What follows belongs to an exercise in optimizing a design on an open flow for small area, a short achievable clock period and few clock cycles; a production flow would make more cautious choices.
Only simulation tests tie the RTL to the original design; equivalence was not proved.

Setup of run 1:
// mul
module mul (
    input wire clk,
    input wire rst_n,
    input wire [32-1:0] multiplicand_i,
    input wire [32-1:0] multiplier_i,
    input wire                       valid_in,
    input wire                       ctrl_ready_i,
    input wire [                3:0] op_i,
    input wire [ 5-1:0] reg_waddr_i,
    input wire [3-1:0] commit_id_i,
    output reg [32-1:0] result_o,
    output reg                       valid_o,
    output reg [ 5-1:0] reg_waddr_o,
    output reg [3-1:0] commit_id_o
);
export LEC_CHECK = 0
export CAP_MARGIN = 20
export CORE_MARGIN = 2
export CORE_UTILIZATION = 40
export PLACE_DENSITY = 0.65
export SETUP_SLACK_MARGIN = 5
export SLEW_MARGIN = 20
export TNS_END_PERCENT = 100
create_clock -name core_clock -period 10.0 [get_ports {clk}]
run.sh (not shown) runs the stock make flow with config.mk's settings and CLKGATE_MAP_FILE= SYNTH_SCRIPT=/design/flow/synth_recipe.tcl, a recipe that flattens the netlist after the stock synthesis.
Testbench counts of run 1, summed over its fixed seeds: cycles 8,824.
Modified inputs, run 2 compared to run 1
Settings: a change of PLACE_DENSITY from 0.65 to 0.8; an added CTS_CLUSTER_SIZE of 30; an added CTS_BUF_LIST of sky130_fd_sc_hd__clkbuf_4 sky130_fd_sc_hd__clkbuf_8.
==> flow/flow/run.sh (new file) <==
#!/bin/bash
set -o pipefail
bash standard.sh SETUP_SLACK_MARGIN=6.0 "BUFFER_PORTS_ARGS=-buffer_cell sky130_fd_sc_hd__buf_2" finish > standard_flow.log 2>&1
==> flow/standard.sh (new file) <==
#!/bin/bash
# synth_recipe.tcl (not shown) runs the flow's synth.tcl, then flattens the netlist and writes it again
# the make line also repeats each setting of config.mk as NAME=value (left out here)
make -C /OpenROAD-flow-scripts/flow DESIGN_CONFIG=/design/flow/config.mk WORK_HOME=/design/flow/orfs CLKGATE_MAP_FILE= SYNTH_SCRIPT=/design/flow/synth_recipe.tcl "${@:-finish}"
removed: flow/run.sh
Results
- Run 2 has total detailed-routing wirelength below what run 1 had.
- Final area (lower): run 2
## Diff of input files: run 3 against run 2
Settings: a deleted CTS_BUF_LIST that had been sky130_fd_sc_hd__clkbuf_4 sky130_fd_sc_hd__clkbuf_8; a change of PLACE_DENSITY from 0.8 to 0.75; a deleted CTS_CLUSTER_SIZE that had been 30; a change of CORE_UTILIZATION from 40 to 55.
==> flow/flow/run.sh <==
#!/bin/bash
set -o pipefail
bash standard.sh SETUP_SLACK_MARGIN=6.2 finish > standard_flow.log 2>&1
- Run 2 has a lower instance count on the critical path than run 3.
- Of run 3 and run 2, the lower wire length of the first global-routing pass belongs to run 2.
- Going from run 2 to run 3, largest fanout on the critical path higher, final critical-path share of the clock period went down, sequential share of layout area decreased by 1.7 points relative to the old numbers.
- [run 3 vs run 2] share of final-layout standard cells stronger than drive strength 1: higher in run 3
- Looking at setup slack after layout, run 3 sits 0.27 ns higher than run 2 does.
- Looking at post-cts sizing count, run 3 sits 150 above run 2.
- Relative to run 2, global-route usage has gone up in run 3.
- Of run 3 and run 2, the run reporting the higher combined area of the multi-input logic cells was run 3.

* * *

Another version of the RTL of mul (not shown whole).
For scale: ~3,400 cells after synthesis, about 120 I/O pins.
Settings: LEC_CHECK=0, ABC_CLOCK_PERIOD_IN_PS=2800, CAP_MARGIN=20, CORE_MARGIN=2, CORE_UTILIZATION=40, PLACE_DENSITY=0.65, SETUP_SLACK_MARGIN=5, SLEW_MARGIN=20, TNS_END_PERCENT=100; clock period 10.0 ns.
Stock flow here: none of the scripts above is used.
The first run passed the timing, design-rule and antenna checks.
Testbench counts at the start, summed over its fixed seeds: cycles 8,824.
Change:
==> flow/flow/run.sh (new file) <==
#!/bin/bash
set -o pipefail
bash standard.sh SETUP_SLACK_MARGIN=7 finish > standard_flow.log 2>&1
==> flow/standard.sh (new file) <==
#!/bin/bash
# synth_recipe.tcl (not shown) runs the flow's synth.tcl, then flattens the netlist and writes it again
# the make line also repeats each setting of config.mk as NAME=value (left out here)
make -C /OpenROAD-flow-scripts/flow DESIGN_CONFIG=/design/flow/config.mk WORK_HOME=/design/flow/orfs CLKGATE_MAP_FILE= SYNTH_SCRIPT=/design/flow/synth_recipe.tcl "${@:-finish}"
removed: flow/run.sh
Cell area came out higher by about a fifth.
Non-clock buffer count grows by 261.
Final cell count grows by a few percent.
Flip-flop and latch count does not change.
Utilization climbs by 8.0 points.
Worst setup slack gains 0.80 ns.
Routed wire length rises by about a fifth.
Die area stays the same.
Clock skew rises by 0.0061 ns.

* * *

RTL: one of the versions met above, not the one the previous note started from.
For scale: ~330 flip-flops, ~120 I/O pins.
Settings: LEC_CHECK=0, CAP_MARGIN=20, CORE_MARGIN=2, CORE_UTILIZATION=40, PLACE_DENSITY=0.65, SETUP_SLACK_MARGIN=5, SLEW_MARGIN=20, TNS_END_PERCENT=100; clock period 10.0 ns.
standard.sh (not shown) runs the stock make flow with config.mk's settings and CLKGATE_MAP_FILE= SYNTH_SCRIPT=/design/flow/synth_recipe.tcl, a recipe that flattens the netlist after the stock synthesis.
==> flow/flow/run.sh <==
#!/bin/bash
set -o pipefail
bash standard.sh SETUP_SLACK_MARGIN=6.0 finish > standard_flow.log 2>&1
The starting point finished with timing, DRC and antenna clean.
Testbench counts at the start, summed over its fixed seeds: cycles 8,824.
Rerun with:
==> flow/flow/run.sh (replaced) <==
#!/bin/bash
set -o pipefail
bash standard.sh SETUP_SLACK_MARGIN=6.0 "BUFFER_PORTS_ARGS=-buffer_cell sky130_fd_sc_hd__buf_2" finish > standard_flow.log 2>&1
--- a/flow/config.mk
+++ b/flow/config.mk
@@ -9,4 +9,6 @@
 export CORE_MARGIN = 2
 export CORE_UTILIZATION = 40
+export CTS_BUF_LIST = sky130_fd_sc_hd__clkbuf_4 sky130_fd_sc_hd__clkbuf_8
+export CTS_CLUSTER_SIZE = 30
 export PLACE_DENSITY = 0.65
 export SETUP_SLACK_MARGIN = 5
Outcome: Final area went down by a few percent; worst hold slack stays flat; die area does not change; clock skew went up by 27 ps; cell count went up slightly.
Rerun with:
--- a/flow/config.mk
+++ b/flow/config.mk
@@ -14,3 +14,3 @@
 export SETUP_SLACK_MARGIN = 5
 export SLEW_MARGIN = 20
-export TNS_END_PERCENT = 100
+export TNS_END_PERCENT = 10
Result: The new run completed without violations; design area goes down by about 0.45%; setup slack loses 100 ps; global-route usage stays the same.
Rerun with:
==> flow/flow/run.sh (replaced) <==
#!/bin/bash
set -o pipefail
bash standard.sh SETUP_SLACK_MARGIN=6.0 finish > standard_flow.log 2>&1
==> flow/config.mk (replaced) <==
export PLATFORM = sky130hd
export DESIGN_NAME = mul
export DESIGN_NICKNAME = mul
export VERILOG_FILES = /design/flow/design.v
export SDC_FILE = /design/flow/constraint.sdc
export NUM_CORES = 4
export LEC_CHECK = 0
export ABC_AREA = 1
export CAP_MARGIN = 20
export CORE_MARGIN = 2
export CORE_UTILIZATION = 40
export PLACE_DENSITY = 0.65
export SETUP_SLACK_MARGIN = 5
export SLEW_MARGIN = 20
export TNS_END_PERCENT = 100
Result:
- The changed run went through all stages and came out clean
- count of clock-buffer cells in the layout shrinks by 32
- via count went up by a little under a tenth
- register-to-register slack is better by 60 ps
- first-iteration DRC count rises by roughly a tenth
Rerun with:
==> flow/flow/run.sh (replaced) <==
#!/bin/bash
set -o pipefail
bash standard.sh SETUP_SLACK_MARGIN=6.1 "BUFFER_PORTS_ARGS=-buffer_cell sky130_fd_sc_hd__buf_2" finish > standard_flow.log 2>&1
--- a/flow/config.mk
+++ b/flow/config.mk
@@ -6,8 +6,9 @@
 export NUM_CORES = 4
 export LEC_CHECK = 0
-export ABC_AREA = 1
 export CAP_MARGIN = 20
 export CORE_MARGIN = 2
 export CORE_UTILIZATION = 40
+export CTS_BUF_LIST = sky130_fd_sc_hd__clkbuf_4 sky130_fd_sc_hd__clkbuf_8
+export CTS_CLUSTER_SIZE = 30
 export PLACE_DENSITY = 0.65
 export SETUP_SLACK_MARGIN = 5
Via count fell by a little under a tenth.
Cell area fell by a few percent.
Utilization fell by 1.5 points.
Register-to-register slack gets better by 120 ps.

-- static timing again, ports no longer ideal --
No port has a modelled driver above. Below, the same layouts with a new extraction and two added sets of constraints.
Step 1 assumes that a clkbuf_16 drives the clock port and a buf_2 every other input.
Step 2 also shifts input and output timing later by t, the mid clock arrival at the registers, as if the neighbouring blocks saw the same clock.
a / b / c = ideal / step 1 / step 2; a / b = the first two.
| run | t (ns) | slack for setup (ns) | hold WS [ns] | slew at the worst register clock pin (ns) | worst data-port slew with drivers (ns) |
|---|---|---|---|---|---|
| run 1 | 0.651 | 5.465 / 5.465 / 5.465 | 0.420 / 0.420 / 0.420 | 0.06 / 0.06 | 0.06 |
| run 2 | 0.788 | 5.909 / 5.909 / 5.893 | 0.413 / 0.413 / 0.413 | 0.09 / 0.09 | 0.05 |
| run 3 | 0.647 | 6.177 / 6.177 / 5.892 | 0.417 / 0.417 / 0.417 | 0.06 / 0.06 | 0.06 |
| the first run of note 2 | 0.669 | 5.438 / 5.438 / 5.438 | 0.417 / 0.417 / 0.417 | 0.06 / 0.06 | 0.06 |
| the second run of note 2 | 0.687 | 6.238 / 6.238 / 6.238 | 0.417 / 0.417 / 0.417 | 0.06 / 0.06 | 0.07 |
| the first run of note 3 | 0.647 | 6.056 / 6.056 / 5.634 | 0.419 / 0.419 / 0.419 | 0.06 / 0.06 | 0.06 |
| the second run of note 3 | 0.772 | 6.035 / 6.035 / 6.035 | 0.416 / 0.416 / 0.416 | 0.08 / 0.08 | 0.06 |
| the third run of note 3 | 0.758 | 5.930 / 5.930 / 5.930 | 0.416 / 0.416 / 0.416 | 0.07 / 0.07 | 0.06 |
| the fourth run of note 3 | 0.673 | 5.989 / 5.989 / 5.667 | 0.416 / 0.416 / 0.416 | 0.07 / 0.07 | 0.08 |
| the fifth run of note 3 | 0.753 | 6.110 / 6.110 / 5.819 | 0.419 / 0.419 / 0.419 | 0.08 / 0.08 | 0.06 |
After both steps every run listed still meets setup and hold. For the first run of note 3, which loses most, drivers alone change the setup slack by 0.000 ns; drivers and shift together by -0.422 ns.
